This is an optimization exercise on Yosys and OpenROAD, whose aim is small area, not a production implementation. In this exercise RTL edits were held to simulation tests only and were not proved equivalent to the original. No activity file was given, so power comes from the tool's default toggle rates.

## design/flow/design.v

```verilog
module transmitter (
   input  wire       clk,
   input  wire       rst,
   input  wire [7:0] data,
   output wire       load,
   output wire       tx
);
reg  [3:0]  phase;
reg  [12:0] cnt;
wire        wrap = ~cnt[1] & cnt[2] & cnt[3] & cnt[6] & ~cnt[7] & cnt[8] &
                   cnt[9] & ~cnt[10] & ~cnt[12];
assign load = wrap && phase == 4'd9;
always @(posedge clk) begin
   if (rst) begin
      phase <= 4'd9;
      cnt   <= ~13'd7298;
   end else if (wrap) begin
      phase <= (phase == 4'd10) ? 4'd0 : phase + 4'd1;
      cnt   <= (phase == 4'd9) ? ~13'd3649 : ~13'd1513;
   end else
      cnt <= {cnt[11:0], ~(cnt[12] ^ cnt[2])};
end
reg t;
always @(*) begin
   case (phase)
      4'd0:    t = 1'b0;
      4'd1:    t = data[0];
      4'd2:    t = data[1];
      4'd3:    t = data[2];
      4'd4:    t = data[3];
      4'd5:    t = data[4];
      4'd6:    t = data[5];
      4'd7:    t = data[6];
      4'd8:    t = data[7];
      default: t = 1'b1;
   endcase
end
assign tx = t;
endmodule
module uart (
   input  wire       clk,
   input  wire       rst,
   input  wire [7:0] range0,
   input  wire [7:0] range1,
   output wire       tx
);
wire       load;
reg  [7:0] data;
reg        ch;
transmitter transmitter_inst (.clk(clk), .rst(rst), .data(data), .load(load), .tx(tx));
always @(posedge clk) begin
   if (rst)
      ch <= 1'b1;
   else if (load)
      ch <= ~ch;
   if (load)
      data <= ch ? range1 : range0;
end
endmodule
module rangesensor (
   input  wire        clk,
   input  wire        rst,
   input  wire        rx,
   input  wire [1:0]  echo,
   output wire        tx,
   output wire [1:0]  trigger,
   output wire [13:0] segments,
   output wire [7:0]  digit_num
);
wire [15:0] digits0, digits1;
wire [7:0]  range0, range1;
reg rst_d;    
reg rst_d2;   
always @(posedge clk) begin
   rst_d  <= rst;
   rst_d2 <= rst_d;
end
uart uart_inst (.clk(clk), .rst(rst), .range0(range0), .range1(range1), .tx(tx));
ranging_module ch0 (.clk(clk), .rst(rst), .rst_d(rst_d), .rst_d2(rst_d2), .echo(echo[0]), .trigger(trigger[0]),
                    .digits(digits0), .range(range0));
ranging_module ch1 (.clk(clk), .rst(rst), .rst_d(rst_d), .rst_d2(rst_d2), .echo(echo[1]), .trigger(trigger[1]),
                    .digits(digits1), .range(range1));
reg  [15:0] div;
wire        strob = div[0] & div[2] & ~div[4] & div[5] & ~div[6] & div[7] & div[8] &
                    div[9] & div[11] & div[12] & ~div[13] & ~div[14] & div[15];
reg  [1:0]  sel_d;                                        
wire [1:0]  sel = rst_d ? 2'd3 : sel_d + {1'b0, strob};  
always @(posedge clk) begin
   if (rst_d)
      div <= ~16'd3853;
   else if (strob)
      div <= ~16'd7706;
   else
      div <= {div[14:0], ~(div[15] ^ div[6])};
   sel_d <= sel;
end
wire [3:0] dn = {~(sel == 2'd3), ~(sel == 2'd2), ~(sel == 2'd1), ~(sel == 2'd0)};
assign digit_num = {dn, dn};
indicator ind0 (.clk(clk), .rst(rst), .rst_d(rst_d), .sel(sel_d), .digits(digits0),
                .segments(segments[6:0]));
indicator ind1 (.clk(clk), .rst(rst), .rst_d(rst_d), .sel(sel_d), .digits(digits1),
                .segments(segments[13:7]));
endmodule
module ranging_module (
   input  wire        clk,
   input  wire        rst,
   input  wire        rst_d,
   input  wire        rst_d2,
   input  wire        echo,
   output wire        trigger,
   output wire [15:0] digits,
   output wire [7:0]  range
);
reg  [1:0]  state;
reg  [7:0]  pulse_width;
reg         prev_echo;
reg         prev_echo2;
wire rise = echo & ~prev_echo;
wire fall = prev_echo & ~echo;
reg  [8:0]  pre;
reg  [13:0] cnt;
wire pre_low  = ~|pre[7:0];
wire pre_zero = pre_low & ~pre[8];
localparam [13:0] CNT_END = ~14'd6104;
wire term   = (pre == 9'd102) & &(cnt | ~CNT_END);
wire listen = state[0] & (state[1] | term);
always @(posedge clk) begin
   if (rst)
      prev_echo <= 1'b0;
   else
      prev_echo <= echo;
   if (rst) begin
      state       <= 2'b00;
      pre         <= 9'd430;
      cnt         <= ~14'd15870;
      pulse_width <= 8'd0;
   end else begin
      pre <= {pre[7:0], pre[8] ^ pre[4] ^ pre_low};
      cnt <= cnt + {13'd0, pre_zero};
      if (listen && rise) begin
         state <= 2'b10;
         pre   <= 9'd429;       
         cnt   <= ~14'd15871;
      end else case (state)
         2'b00:
            if (term) begin
               state <= 2'b01;
               pre   <= 9'd479;   
               cnt   <= ~14'd6106;
            end
         2'b01:
            if (term)
               state <= 2'b11;
         2'b10: begin
            if (fall)
               pulse_width <= cnt[7:0];
            if (fall || term) begin
               state <= 2'b00;
               pre   <= 9'd430;   
               cnt   <= ~14'd15870;
            end
         end
         default: ;
      endcase
   end
end
assign trigger = (state == 2'b01);
assign range   = pulse_width;
always @(posedge clk)
   prev_echo2 <= prev_echo;
wire rise_d = prev_echo & ~prev_echo2;
wire fall_d = prev_echo2 & ~prev_echo;
wire clr    = rst_d | rise_d;
reg  [8:0] clock_reg2;
wire       cr_end = ~clock_reg2[0] & ~clock_reg2[1] & ~clock_reg2[3] & clock_reg2[4] &
                    ~clock_reg2[5] & ~clock_reg2[7];
reg  [3:0] cnt1, cnt2, cnt3, cnt4;
reg  [3:0] digit1_reg, digit2_reg, digit3_reg, digit4_reg;
wire n1 = cnt1[3] & cnt1[0];
wire n2 = cnt2[3] & cnt2[0];
wire n3 = cnt3[3] & cnt3[0];
wire step = cr_end & ~rst_d;
wire inc1 = step & ~n1;
wire inc2 = step & n1 & ~n2;
wire inc3 = step & n1 & n2 & ~n3;
wire inc4 = step & n1 & n2 & n3;
wire z1 = (clr & ~inc1) | inc2;
wire z2 = (clr & ~inc2) | inc3;
wire z3 = (clr & ~inc3) | inc4;
wire z4 = clr & ~inc4;
function [3:0] bump;    
   input [3:0] x;
   input       inc;
   input       zero;
   bump = (x ^ ({4{inc}} & {x[2] & x[1] & x[0], x[1] & x[0], x[0], 1'b1})) & {4{~zero}};
endfunction
always @(posedge clk) begin
   clock_reg2 <= (clr | cr_end) ? 9'd1 : {clock_reg2[7:0], clock_reg2[8] ^ clock_reg2[1]};
   cnt1 <= bump(cnt1, inc1, z1);
   cnt2 <= bump(cnt2, inc2, z2);
   cnt3 <= bump(cnt3, inc3, z3);
   cnt4 <= bump(cnt4, inc4, z4);
   if (rst_d)
      digit4_reg <= 4'd0;
   else if (fall_d)
      digit4_reg <= cnt4;
   if (fall_d | rst_d2) begin
      digit1_reg <= cnt1;
      digit2_reg <= cnt2;
      digit3_reg <= cnt3;
   end
end
assign digits = {digit4_reg, digit3_reg, digit2_reg, digit1_reg};
endmodule
module indicator (
   input  wire        clk,
   input  wire        rst,
   input  wire        rst_d,
   input  wire [1:0]  sel,       
   input  wire [15:0] digits,    
   output wire [6:0]  segments
);
wire [3:0] data = rst_d ? 4'd6 : digits[sel*4 +: 4];
reg [3:0] last;    
always @(posedge clk) begin
   if (rst)
      last <= 4'd15;
   else if (~data[3] | (~data[2] & ~data[1]))
      last <= data;
end
assign segments[0] = (~last[2] & ~last[0]) | (last[2] & ~last[1] & last[0]) |
                     (~last[3] & last[1]) | (last[3] & ~last[1]);
assign segments[1] = (~last[1] & ~last[0]) | ~last[2] | (~last[3] & last[1] & last[0]);
assign segments[2] = ~last[1] | (~last[2] & last[0]) | (~last[3] & last[2]);
assign segments[3] = (last[1] & ~last[0]) | (~last[2] & ~last[0]) | (~last[2] & last[1]) |
                     (last[2] & ~last[1] & last[0]) | (last[3] & ~last[1]);
assign segments[4] = (last[1] & ~last[0]) | (~last[2] & ~last[0]);
assign segments[5] = (~last[1] & ~last[0]) | (last[2] & ~last[0]) | (last[2] & ~last[1]) |
                     (last[3] & ~last[1]);
assign segments[6] = (last[1] & ~last[0]) | (~last[2] & last[1]) | (last[2] & ~last[1]) |
                     (last[3] & ~last[1]);
endmodule
```

## design/flow/flow/run.sh

```bash
#!/bin/bash
# Layout flow: the standard flow (standard.sh: the same ORFS make targets
# and settings) with three changes:
#  - synthesis maps the logic with an area-oriented ABC script
#    (flow/abc_area.script) instead of ORFS's speed script; Yosys maps the
#    registers before ABC runs, so they are the standard synthesis's;
#  - CTS does not insert dummy loads (CTS_ARGS, otherwise ORFS's arguments);
#  - every input and output port is buffered with buf_1.
# Output of the make run: flow.log; each ORFS step logs under orfs/logs/.
set -euo pipefail
W=$(pwd)
{
  head -n 1 synth_recipe.tcl
  cat <<EOT
proc abc {args} {
  set i [lsearch \$args -script]
  if {\$i >= 0} { lset args [expr {\$i + 1}] $W/flow/abc_area.script }
  yosys abc {*}\$args
}
EOT
  tail -n +2 synth_recipe.tcl
} > my_synth.tcl
CTS_ARGS="-sink_clustering_enable -repair_clock_nets -dont_use_dummy_load -buf_list sky130_fd_sc_hd__clkbuf_4 -sink_clustering_size 10 -sink_clustering_max_diameter 50"
sed -e "s#SYNTH_SCRIPT=[^ ]*synth_recipe\.tcl#SYNTH_SCRIPT=$W/my_synth.tcl#" \
    -e "s#\"\${@:-finish}\"#'CTS_ARGS=$CTS_ARGS' 'BUFFER_PORTS_ARGS=-buffer_cell sky130_fd_sc_hd__buf_1' \"\${@:-finish}\"#" \
    standard.sh > my_standard.sh
grep -q "SYNTH_SCRIPT=$W/my_synth.tcl" my_standard.sh
grep -q "dont_use_dummy_load" my_standard.sh
bash my_standard.sh > flow.log 2>&1
```

## design/flow/flow/abc_area.script

```
strash
dch
amap
strash
dch
amap
strash
dch
amap
strash
dch
amap
strash
dch
amap
strash
dch
amap
topo
```

## design/flow/standard.sh

```bash
#!/bin/bash
# synth_recipe.tcl (not shown) runs the flow's synth.tcl, then flattens the netlist and writes it again
# the make line also repeats each setting of config.mk as NAME=value (left out here)
make -C /OpenROAD-flow-scripts/flow DESIGN_CONFIG=/design/flow/config.mk WORK_HOME=/design/flow/orfs CLKGATE_MAP_FILE= SYNTH_SCRIPT=/design/flow/synth_recipe.tcl "${@:-finish}"
```

## design/flow/config.mk

```make
export PLATFORM = sky130hd
export DESIGN_NAME = rangesensor
export DESIGN_NICKNAME = rangesensor
export VERILOG_FILES = /design/flow/design.v
export SDC_FILE = /design/flow/constraint.sdc
export NUM_CORES = 4
export LEC_CHECK = 0
export CAP_MARGIN = 20
export CORE_MARGIN = 2
export CORE_UTILIZATION = 40
export CTS_BUF_LIST = sky130_fd_sc_hd__clkbuf_4
export CTS_CLUSTER_DIAMETER = 50
export CTS_CLUSTER_SIZE = 10
export SLEW_MARGIN = 20
```

## design/flow/constraint.sdc

```tcl
create_clock -name core_clock -period 20.0 [get_ports {clk}]
set_input_delay 4.0000 -clock core_clock [delete_from_list [all_inputs] [get_ports {clk}]]
set_output_delay 4.0000 -clock core_clock [all_outputs]
set_load 0.01 [all_outputs]
```

==> results of run 1 <==
where the power goes:
part	internal, uW	switching [uW]	total (uW)
registers	432	6.95	438
logic	11.8	23.4	35.3
clock network	57.6	125	183
cells in the final DEF, fill, tap and decap left out, types with 3 or more instances in the layout:
cell,synthesis,routed
dfxtp_1,174,174
nor2_1,155,155
clkinv_1,65,65
nand2_1,50,50
o21ai_0,40,40
edfxtp_1,32,32
nor3_1,31,30
buf_1,0,28
a21oi_1,27,27
o22ai_1,27,27
nor2b_1,25,25
clkbuf_4,0,25
a211oi_1,20,20
or3_1,19,19
nand3_1,13,13
ha_1,13,13
or2_0,12,12
a22oi_1,12,12
and2_0,9,9
o221ai_1,9,9
a31oi_1,8,8
a22o_1,8,8
nor4_1,7,7
and3_1,7,7
a221oi_1,6,6
buf_4,6,6
nand4_1,5,5
and4_1,4,4
o21a_1,4,4
nor3b_1,3,3
o211ai_1,3,3
cell type report:
type                       instances  area (sq um)  share of cell area [%]
timing repair buffer              34           150                    1.83
inverter                          65           244                    2.97
tap                              234           293                    3.57
multi-input combinational        529          2890                    35.2
sequential                       206          4440                    54.2
clock buffer                      25           188                    2.29
antenna                            1          2.50                  0.0305
worst paths after layout:
check	slack (ns)	from	to	cells past startpoint
worst max-delay path	12.79	div[8]$_SDFF_PP0_	digit_num[6]	11
worst min-delay path	0.37	ch0.prev_echo$_SDFF_PP0_	ch0.prev_echo2$_DFF_P_	0
worst max register to register	16.58	ch1.pre[4]$_SDFF_PP0_	ch1.cnt[12]$_SDFF_PP0_	16
worst min register to register	0.37	ch0.prev_echo$_SDFF_PP0_	ch0.prev_echo2$_DFF_P_	0
metrics by stage:
step	power (uW)	hold WS [ns]
floorplan	471	0.355
global placement	483	0.375
detailed placement	484	0.368
CTS	667	0.366
global route	689	0.391
finish	656	0.372
metal layers:
| layer | wire length [um] | part of all wire [%] | GRT usage, % | up-vias |
|---|---|---|---|---|
| met5 | 0 | 0 | 0 | - |
| met4 | 319 | 2.3 | 4.47 | 0 |
| met3 | 561 | 4.0 | 2.83 | 26 |
| met2 | 6300 | 44 | 23.5 | 73 |
| met1 | 6990 | 49 | 20.6 | 2518 |
| li1 | - | - | - | 2967 |
kinds of logic (layout without fill, tap and decap cells):
family / after synthesis / count (layout) / share of synthesized area [%]
DFF: 206 / 206 / 58.4
AOI/OAI and AO/OA: 171 / 171 / 14.6
and+or+nand+nor: 345 / 345 / 21.1
other: 0 / 1 / 0
adders and majority gates: 13 / 13 / 2.14
buffers and inverters: 71 / 124 / 3.80
==> reports/qor.csv, run 1 <==
metric,value,unit
DR vias,5584,
Sink Count,206,
DR pass1 iterations,4,
area of the mapped netlist,7610,sq um
share of cells above drive strength 1,3.73,%
num ports,30,
final setup TNS,0,ns
max cap viols,0,
CP Class,flop to output pin,
most frequent cell after synthesis,dfxtp_1,
fin. max-slew vios,0,
Finished Layout Cells,1094,
largest net degree at the start of global routing,31,
first-pass GRT wire length,24.9,mm
Vias per Instance,5.10,
Power Density,80.0,nW/um^2
Least-Margin Pin Slew,1.02,ns
LEAKAGE,0.00292,uW
grt ovf,0,
# hold bufs at CTS,0,
Post-Syn Instances,806,
Final min period,7.21,ns
Critical Path Source Type,flop,
CTS tree,built,
worst setup slack after layout,12.79,ns
Initial Util,40.7,%
relative slew slack,31.5,%
class of the worst hold path,flop to flop,
die extent in x,142,um
post-cts resize count,0,
fmax,139,MHz
"FFs w/ async S/R, synth",0,%
synth cell count leaders,"dfxtp_1, nor2_1, clkinv_1, nand2_1, o21ai_0",
fin util,43.9,%
Crit path top cell by count,clkinv_1,
"Setup violations, final",0,
sequential area share after synthesis,58.4,%
DP Cell Count,1068,
critical path's top delay family,simple AND/OR/NAND/NOR gates,
Clock Latency Late Sink,0.64,ns
Finished Cell Area,8210,sq um
Yosys top cell area share,45.8,%
DRC Markers,0,
Mapped Nets,824,
largest cells by area after synthesis,"dfxtp_1, edfxtp_1, nor2_1",
total CTS buffers,25,
Die ar.,20200,sq um
CP bufs+invs,4,
placed inst area,8010,sq um
Max clock buf depth,3,
Synth-to-Final Area Change,7.79,%
GPL Wtd Cong,0.811,
vias in the first global route,5270,
register bank with the most flops,div,
Port Buf Inserts,28,
syn avg cell area,9.45,sq um
Max IR drop VDD,0.0540,mV
Clock H-tree levels,1,
Tot GR Track Use,14.8,%
RSZ-0062 raised after global routing,no,
Fin Clk Skew,0.0677,ns
1st-iter DRT viols,203,
final WL,14.2,mm
post-route clock period utilization,36.1,%
pre-CTS setup slack,13.36,ns
critical-path maximum fanout,7,
antenna violations before repair,1,
Root Driver,clkbuf_4,
DIE HEIGHT,142,um
crit path DAT,3.21,ns
CP max-delay cell,nor4_1,
worst path required time,16.00,ns
clock slew at reported path FFs,0.10,ns
yosys warns,5,
Nets,879,
CORE AREA,18700,sq um
"flops & latches, synth",206,
largest stage delay on the critical path,0.67,ns
# fillers,1827,
"Critical Path, Cell by Cell",clkinv_1 > nor3_1 > nand4_1 > nor4_1 > buf_4 > ha_1 > o21ai_0 > a21oi_1 > clkinv_1 > nand2_1 > buf_1,
Detail Placement HPWL,9.92,mm
synth unique cells,37,
top_reg_cell synth,dfxtp_1,
max reg flops,16,
Core Rows,50,
outcome,finished clean,
Routed Antenna Nets,0,
Crit. End Element,output pin,
largest area contributor in the synthesized netlist,dfxtp_1,
wire per inst,12.9,um
Post-CTS Setup Bufs,0,
Largest regs,"div (16), ch0.cnt (14), ch1.cnt (14)",
"Hold Vio Cnt, Final",0,
"EDFF count, synth",32,
==> inputs of run 2 (changes only) <==
--- a/design/flow/config.mk
+++ b/design/flow/config.mk
@@ -8,7 +8,8 @@
 export CAP_MARGIN = 20
 export CORE_MARGIN = 2
-export CORE_UTILIZATION = 40
+export CORE_UTILIZATION = 60
 export CTS_BUF_LIST = sky130_fd_sc_hd__clkbuf_4
 export CTS_CLUSTER_DIAMETER = 50
 export CTS_CLUSTER_SIZE = 10
+export PLACE_DENSITY = 0.8
 export SLEW_MARGIN = 20
==> reports/qor.csv, run 2 <==
metric,value,unit
outcome,finished clean,
RSZ-0062 raised after global routing,no,
wire per inst,13.8,um
vias in the first global route,5631,
worst setup slack after layout,12.79,ns
# hold bufs at CTS,0,
Port Buf Inserts,28,
top_reg_cell synth,dfxtp_1,
Clock H-tree levels,1,
largest net degree at the start of global routing,31,
total CTS buffers,24,
register bank with the most flops,div,
DR vias,5798,
Reg2Reg Setup Slack,16.47,ns
R2R cell count,16,
Critical Path Source Type,flop,
syn avg cell area,9.45,sq um
CP Class,flop to output pin,
sequential area share after synthesis,58.4,%
CP bufs+invs,4,
most frequent cells in the layout,"dfxtp_1, nor2_1, clkinv_1",
antenna violations before repair,0,
Routed Antenna Nets,0,
area of the multi-input gates,2890,sq um
clock slew at reported path FFs,0.10,ns
Crit. End Element,output pin,
Post-Syn Instances,806,
CTS tree,built,
class of the worst hold path,flop to flop,
CORE AREA,12500,sq um
final setup TNS,0,ns
WHS Endpoint,ch0.prev_echo2$_DFF_P_,
num ports,30,
Max IR drop VDD,0.0443,mV
DIE HEIGHT,117,um
"flops & latches, synth",206,
grt ovf,0,
Root Driver,clkbuf_4,
Max clock buf depth,3,
Crit path top cell by count,clkinv_1,
Least-Margin Pin Slew,0.995,ns
"Critical Path, Cell by Cell",clkinv_1 > nor3_1 > nand4_1 > nor4_1 > buf_4 > ha_1 > o21ai_0 > a21oi_1 > clkinv_1 > nand2_1 > buf_1,
Die ar.,13600,sq um
Core Rows,41,
Tot GR Track Use,21.8,%
largest area contributor in the synthesized netlist,dfxtp_1,
first-pass GRT wire length,24.5,mm
fin util,64.8,%
post-cts resize count,0,
Final min period,7.21,ns
GPL Wtd Cong,0.834,
Fin Clk Skew,0.0312,ns
n_diodes,0,
Largest regs,"div (16), ch0.cnt (14), ch1.cnt (14)",
Clock Latency Late Sink,0.61,ns
area of the mapped netlist,7610,sq um
Synth-to-Final Area Change,6.61,%
worst hold path depth,0,
crit path DAT,3.21,ns
DRC Markers,0,
DR pass1 iterations,5,
"commonest non-fill, non-tap cell in the layout",dfxtp_1,
die extent in x,117,um
Post-CTS Setup Bufs,0,
reg-to-reg endpoint,ch1.cnt[12]$_SDFF_PP0_,
critical path's top delay family,simple AND/OR/NAND/NOR gates,
synth cell count leaders,"dfxtp_1, nor2_1, clkinv_1, nand2_1, o21ai_0",
Initial Util,60.8,%
largest stage delay on the critical path,0.69,ns
fmax,139,MHz
fin. max-slew vios,0,
"Setup violations, final",0,
most frequent cell after synthesis,dfxtp_1,
R2R Path Start,ch1.pre[3]$_SDFF_PP1_,
synth unique cells,37,
Power Density,80.3,nW/um^2
post-route clock period utilization,36.1,%
largest cells by area after synthesis,"dfxtp_1, edfxtp_1, nor2_1",
relative slew slack,33.2,%
placed inst area,7930,sq um
CP max-delay cell,nor4_1,
"Hold Vio Cnt, Final",0,
"EDFF count, synth",32,
yosys warns,5,
1st-iter DRT viols,318,
Nets,877,
# fillers,1014,
critical path depth,11,
Vias per Instance,5.63,
Finished Cell Area,8120,sq um
FF+latch area,4440,sq um
final WL,14.2,mm
worst path required time,16.00,ns
share of cells above drive strength 1,3.62,%
Yosys top cell area share,45.8,%
Mapped Nets,824,
LEAKAGE,0.00291,uW
"FFs w/ async S/R, synth",0,%
max cap viols,0,
max reg flops,16,
Detail Placement HPWL,10.3,mm
worst hold start,ch0.prev_echo$_SDFF_PP0_,
pre-CTS setup slack,13.33,ns
Sink Count,206,
critical-path maximum fanout,8,
run 2: changes by cell type in the layout (fill, tap and decap cells not counted):
cell and change:
clkbuf_4 -1, nor3_2 +1, diode_2 -1, buf_4 -1, nor3_1 -1
run 2: layout make-up:
type,count,share of cell area [%]
sequential,206,54.8
multi-input combinational,529,35.6
inverter,65,3.01
tap,172,2.65
clock buffer,24,2.22
timing repair buffer,33,1.76
run 2: worst max-delay path by stage:
| stage | startpoint | to | slack (ns) |
|---|---|---|---|
| 6_report | div[8]$_SDFF_PP0_ | digit_num[6] | 12.79 |
| 5_1_grt | div[8]$_SDFF_PP0_ | digit_num[6] | 12.48 |
| 4_1_cts | div[8]$_SDFF_PP0_ | digit_num[2] | 12.79 |
| 3_5_place_dp | echo[1] | ch1.cnt[6]$_SDFF_PP0_ | 13.33 |
| 3_3_place_gp | echo[1] | ch1.cnt[6]$_SDFF_PP0_ | 13.48 |
| 2_1_floorplan | div[8]$_SDFF_PP0_ | digit_num[6] | 13.64 |
run 2: cell families after synthesis:
family / Yosys count / synth area share, %
adders and majority gates: 13 / 2.14
and+or+nand+nor: 345 / 21.1
AOI/OAI and AO/OA: 171 / 14.6
DFF: 206 / 58.4
buffers and inverters: 71 / 3.80
run 2: per-stage QoR:
stage	hold WS, ns	instances	total power (uW)
5_1_grt	0.392	1029	679
2_1_floorplan	0.355	806	471
3_5_place_dp	0.373	1005	483
6_report	0.386	1029	652
4_1_cts	0.386	1029	655
3_3_place_gp	0.365	1005	481
run 2: metal layers:
metal	part of all wire (%)	vias up	track usage [%]	wire, um
met2	48	142	37.6	6860
met3	4.6	29	3.32	649
met5	0	-	0	0
met1	45	2668	28.5	6460
met4	1.9	0	6.35	272
li1	-	2959	-	-
run 2: where the power goes:
group	switching [uW]	internal (uW)
clock	122	55.4
combinational	23.7	11.9
sequential	6.87	432
total	153	499
==> inputs of run 3 (changes only) <==
--- a/design/flow/flow/run.sh
+++ b/design/flow/flow/run.sh
@@ -21,5 +21,5 @@
   tail -n +2 synth_recipe.tcl
 } > my_synth.tcl
-CTS_ARGS="-sink_clustering_enable -repair_clock_nets -dont_use_dummy_load -buf_list sky130_fd_sc_hd__clkbuf_4 -sink_clustering_size 10 -sink_clustering_max_diameter 50"
+CTS_ARGS="-sink_clustering_enable -repair_clock_nets -dont_use_dummy_load -buf_list {sky130_fd_sc_hd__clkbuf_2 sky130_fd_sc_hd__clkbuf_4} -sink_clustering_size 8 -sink_clustering_max_diameter 40"
 sed -e "s#SYNTH_SCRIPT=[^ ]*synth_recipe\.tcl#SYNTH_SCRIPT=$W/my_synth.tcl#" \
     -e "s#\"\${@:-finish}\"#'CTS_ARGS=$CTS_ARGS' 'BUFFER_PORTS_ARGS=-buffer_cell sky130_fd_sc_hd__buf_1' \"\${@:-finish}\"#" \
--- a/design/flow/config.mk
+++ b/design/flow/config.mk
@@ -8,8 +8,7 @@
 export CAP_MARGIN = 20
 export CORE_MARGIN = 2
-export CORE_UTILIZATION = 60
+export CORE_UTILIZATION = 40
 export CTS_BUF_LIST = sky130_fd_sc_hd__clkbuf_4
 export CTS_CLUSTER_DIAMETER = 50
 export CTS_CLUSTER_SIZE = 10
-export PLACE_DENSITY = 0.8
 export SLEW_MARGIN = 20
==> reports/qor.csv, run 3 <==
metric,value,unit
Port Buf Inserts,28,
post-route clock period utilization,35.8,%
Power Density,83.0,nW/um^2
Crit. End Element,output pin,
Vias per Instance,5.12,
Max IR drop VDD,0.0407,mV
DR vias,5657,
first-pass GRT wire length,25.1,mm
register bank with the most flops,div,
Pwr Total,688,uW
RSZ-0062 raised after global routing,no,
R2R Path Start,ch1.pre[3]$_SDFF_PP1_,
reg-to-reg endpoint,ch1.cnt[12]$_SDFF_PP0_,
top_reg_cell synth,dfxtp_1,
critical-path maximum fanout,7,
Clock H-tree levels,2,
antenna violations before repair,1,
fin. max-slew vios,0,
critical path's top delay family,simple AND/OR/NAND/NOR gates,
Fin Clk Skew,0.0872,ns
yosys warns,5,
Die ar.,20200,sq um
area of the mapped netlist,7610,sq um
Reg2Reg Setup Slack,16.59,ns
largest stage delay on the critical path,0.67,ns
DR pass1 iterations,4,
Final min period,7.15,ns
largest cells by area after synthesis,"dfxtp_1, edfxtp_1, nor2_1",
clock slew at reported path FFs,0.09,ns
synth unique cells,37,
wire per inst,13.0,um
post-cts resize count,0,
relative slew slack,31.5,%
Clock Latency Late Sink,0.60,ns
most frequent cell after synthesis,dfxtp_1,
final setup TNS,0,ns
Crit path top cell by count,clkinv_1,
GPL Wtd Cong,0.811,
die extent in x,142,um
R2R cell count,16,
Routed Antenna Nets,0,
Initial Util,40.7,%
Post-CTS Setup Bufs,0,
placed inst area,8010,sq um
largest net degree at the start of global routing,31,
Yosys top cell area share,45.8,%
Max clock buf depth,3,
total CTS buffers,36,
"Critical Path, Cell by Cell",clkinv_1 > nor3_1 > nand4_1 > nor4_1 > buf_4 > ha_1 > o21ai_0 > a21oi_1 > clkinv_1 > nand2_1 > buf_1,
largest area contributor in the synthesized netlist,dfxtp_1,
Synth-to-Final Area Change,8.87,%
final WL,14.3,mm
share of cells above drive strength 1,4.94,%
max cap viols,0,
worst path required time,16.00,ns
synth cell count leaders,"dfxtp_1, nor2_1, clkinv_1, nand2_1, o21ai_0",
Detail Placement HPWL,9.92,mm
Mapped Nets,824,
class of the worst hold path,flop to flop,
worst hold path depth,0,
"Hold Vio Cnt, Final",0,
crit path DAT,3.15,ns
Largest regs,"div (16), ch0.cnt (14), ch1.cnt (14)",
"FFs w/ async S/R, synth",0,%
Root Driver,clkbuf_4,
fin util,44.3,%
LEAKAGE,0.00297,uW
grt ovf,0,
DIE HEIGHT,142,um
"flops & latches, synth",206,
Post-Syn Instances,806,
# fillers,1825,
Core Rows,50,
max reg flops,16,
DRC Markers,0,
sequential area share after synthesis,58.4,%
syn avg cell area,9.45,sq um
most frequent cells in the layout,"dfxtp_1, nor2_1, clkinv_1",
Least-Margin Pin Slew,1.02,ns
CP Class,flop to output pin,
fmax,140,MHz
"Setup violations, final",0,
CORE AREA,18700,sq um
worst hold slack,0.367,ns
vias in the first global route,5404,
Sink Count,206,
# hold bufs at CTS,0,
Critical Path Source Type,flop,
outcome,finished clean,
Tot GR Track Use,15.1,%
"commonest non-fill, non-tap cell in the layout",dfxtp_1,
Nets,890,
worst hold start,ch1.prev_echo$_SDFF_PP0_,
num ports,30,
WHS Endpoint,ch1.prev_echo2$_DFF_P_,
1st-iter DRT viols,225,
Finished Cell Area,8290,sq um
CP bufs+invs,4,
CP max-delay cell,nor4_1,
"EDFF count, synth",32,
CTS tree,built,
## run 3: cell counts after synthesis
No cell type changed its count.
## run 3: worst register-to-register path, delay by kind of cell, from the launching register on
kind / cells / cell delay [ns]
AO/OA/AOI/OAI: 1 / 0.08
flip-flops: 1 / 0.31
adder cells (fa/ha/maj): 2 / 0.42
buffers and inverters: 1 / 0.08
AND/OR/NAND/NOR: 12 / 2.47
## run 3: final cells by class
class,count,area [sq um],area share [%]
flip-flops and latches,206,4440,53.6
multi-input cells,529,2890,34.8
well taps,234,293,3.53
clock buffers,36,270,3.26
inverters,65,244,2.94
repair buffers,34,150,1.81
diodes,1,2.50,0.0302
## run 3: worst max path at each step
stage / start / to / slack [ns] / cells past startpoint
floorplan: div[8]$_SDFF_PP0_ / digit_num[6] / 13.64 / 10
global placement: echo[1] / ch1.cnt[6]$_SDFF_PP0_ / 13.32 / 8
detailed placement: echo[1] / ch1.cnt[6]$_SDFF_PP0_ / 13.36 / 8
CTS: div[8]$_SDFF_PP0_ / digit_num[6] / 12.75 / 11
global route: div[8]$_SDFF_PP0_ / digit_num[6] / 12.44 / 11
finish: div[8]$_SDFF_PP0_ / digit_num[6] / 12.85 / 11
## run 3: cell families (layout without fill, tap and decap cells)
kind of cell / count (synthesis) / count (layout) / share of synthesized area [%]
other: 0 / 1 / 0
buffers and inverters: 71 / 135 / 3.80
adder cells (fa/ha/maj): 13 / 13 / 2.14
flip-flops: 206 / 206 / 58.4
AO/OA/AOI/OAI: 171 / 171 / 14.6
AND/OR/NAND/NOR: 345 / 345 / 21.1
## run 3: where the power goes
group / leakage, uW / switching (uW) / total, uW / internal [uW]
combinational: 0.00103 / 23.6 / 35.4 / 11.8
clock: 0.000166 / 131 / 214 / 82.9
sequential: 0.00177 / 6.94 / 438 / 432
total: 0.00297 / 162 / 688 / 526
## run 3: per-stage QoR
| step | setup slack [ns] | cells |
|---|---|---|
| floorplan | 13.64 | 806 |
| global placement | 13.32 | 1068 |
| detailed placement | 13.36 | 1068 |
| CTS | 12.75 | 1104 |
| global route | 12.44 | 1105 |
| finish | 12.85 | 1105 |
## run 3: metal layers
metal	up-vias	track usage, %	share of wire [%]
met5	-	0	0
met4	0	5.74	2.0
met3	26	3.84	4.7
met2	84	23.6	45
met1	2569	20.3	48
li1	2978	-	-

what the ideal ports hide:
The results above use ideal ports. As a check the final layouts listed here were re-extracted and re-timed, cells and wires unchanged. Step 1 assumes that a clkbuf_16 drives the clock port and a buf_2 every other input. Step 2 also shifts input and output timing later by t, the mid clock arrival at the registers, as if the neighbouring blocks saw the same clock. Slacks: no drivers / after step 1 / after step 2; pairs: no drivers / after step 1.
| run | t (ns) | setup slack, ns | worst hold slack (ns) | cell pins on the clock port's net |
|---|---|---|---|---|
| run 1 | 0.645 | 12.789 / 12.750 / 13.394 | 0.372 / 0.372 / 0.372 | 1 |
| run 2 | 0.618 | 12.786 / 12.754 / 13.372 | 0.386 / 0.386 / 0.386 | 1 |
| run 3 | 0.593 | 12.850 / 12.815 / 13.408 | 0.367 / 0.367 / 0.367 | 1 |
After both steps every run listed still meets setup and hold.
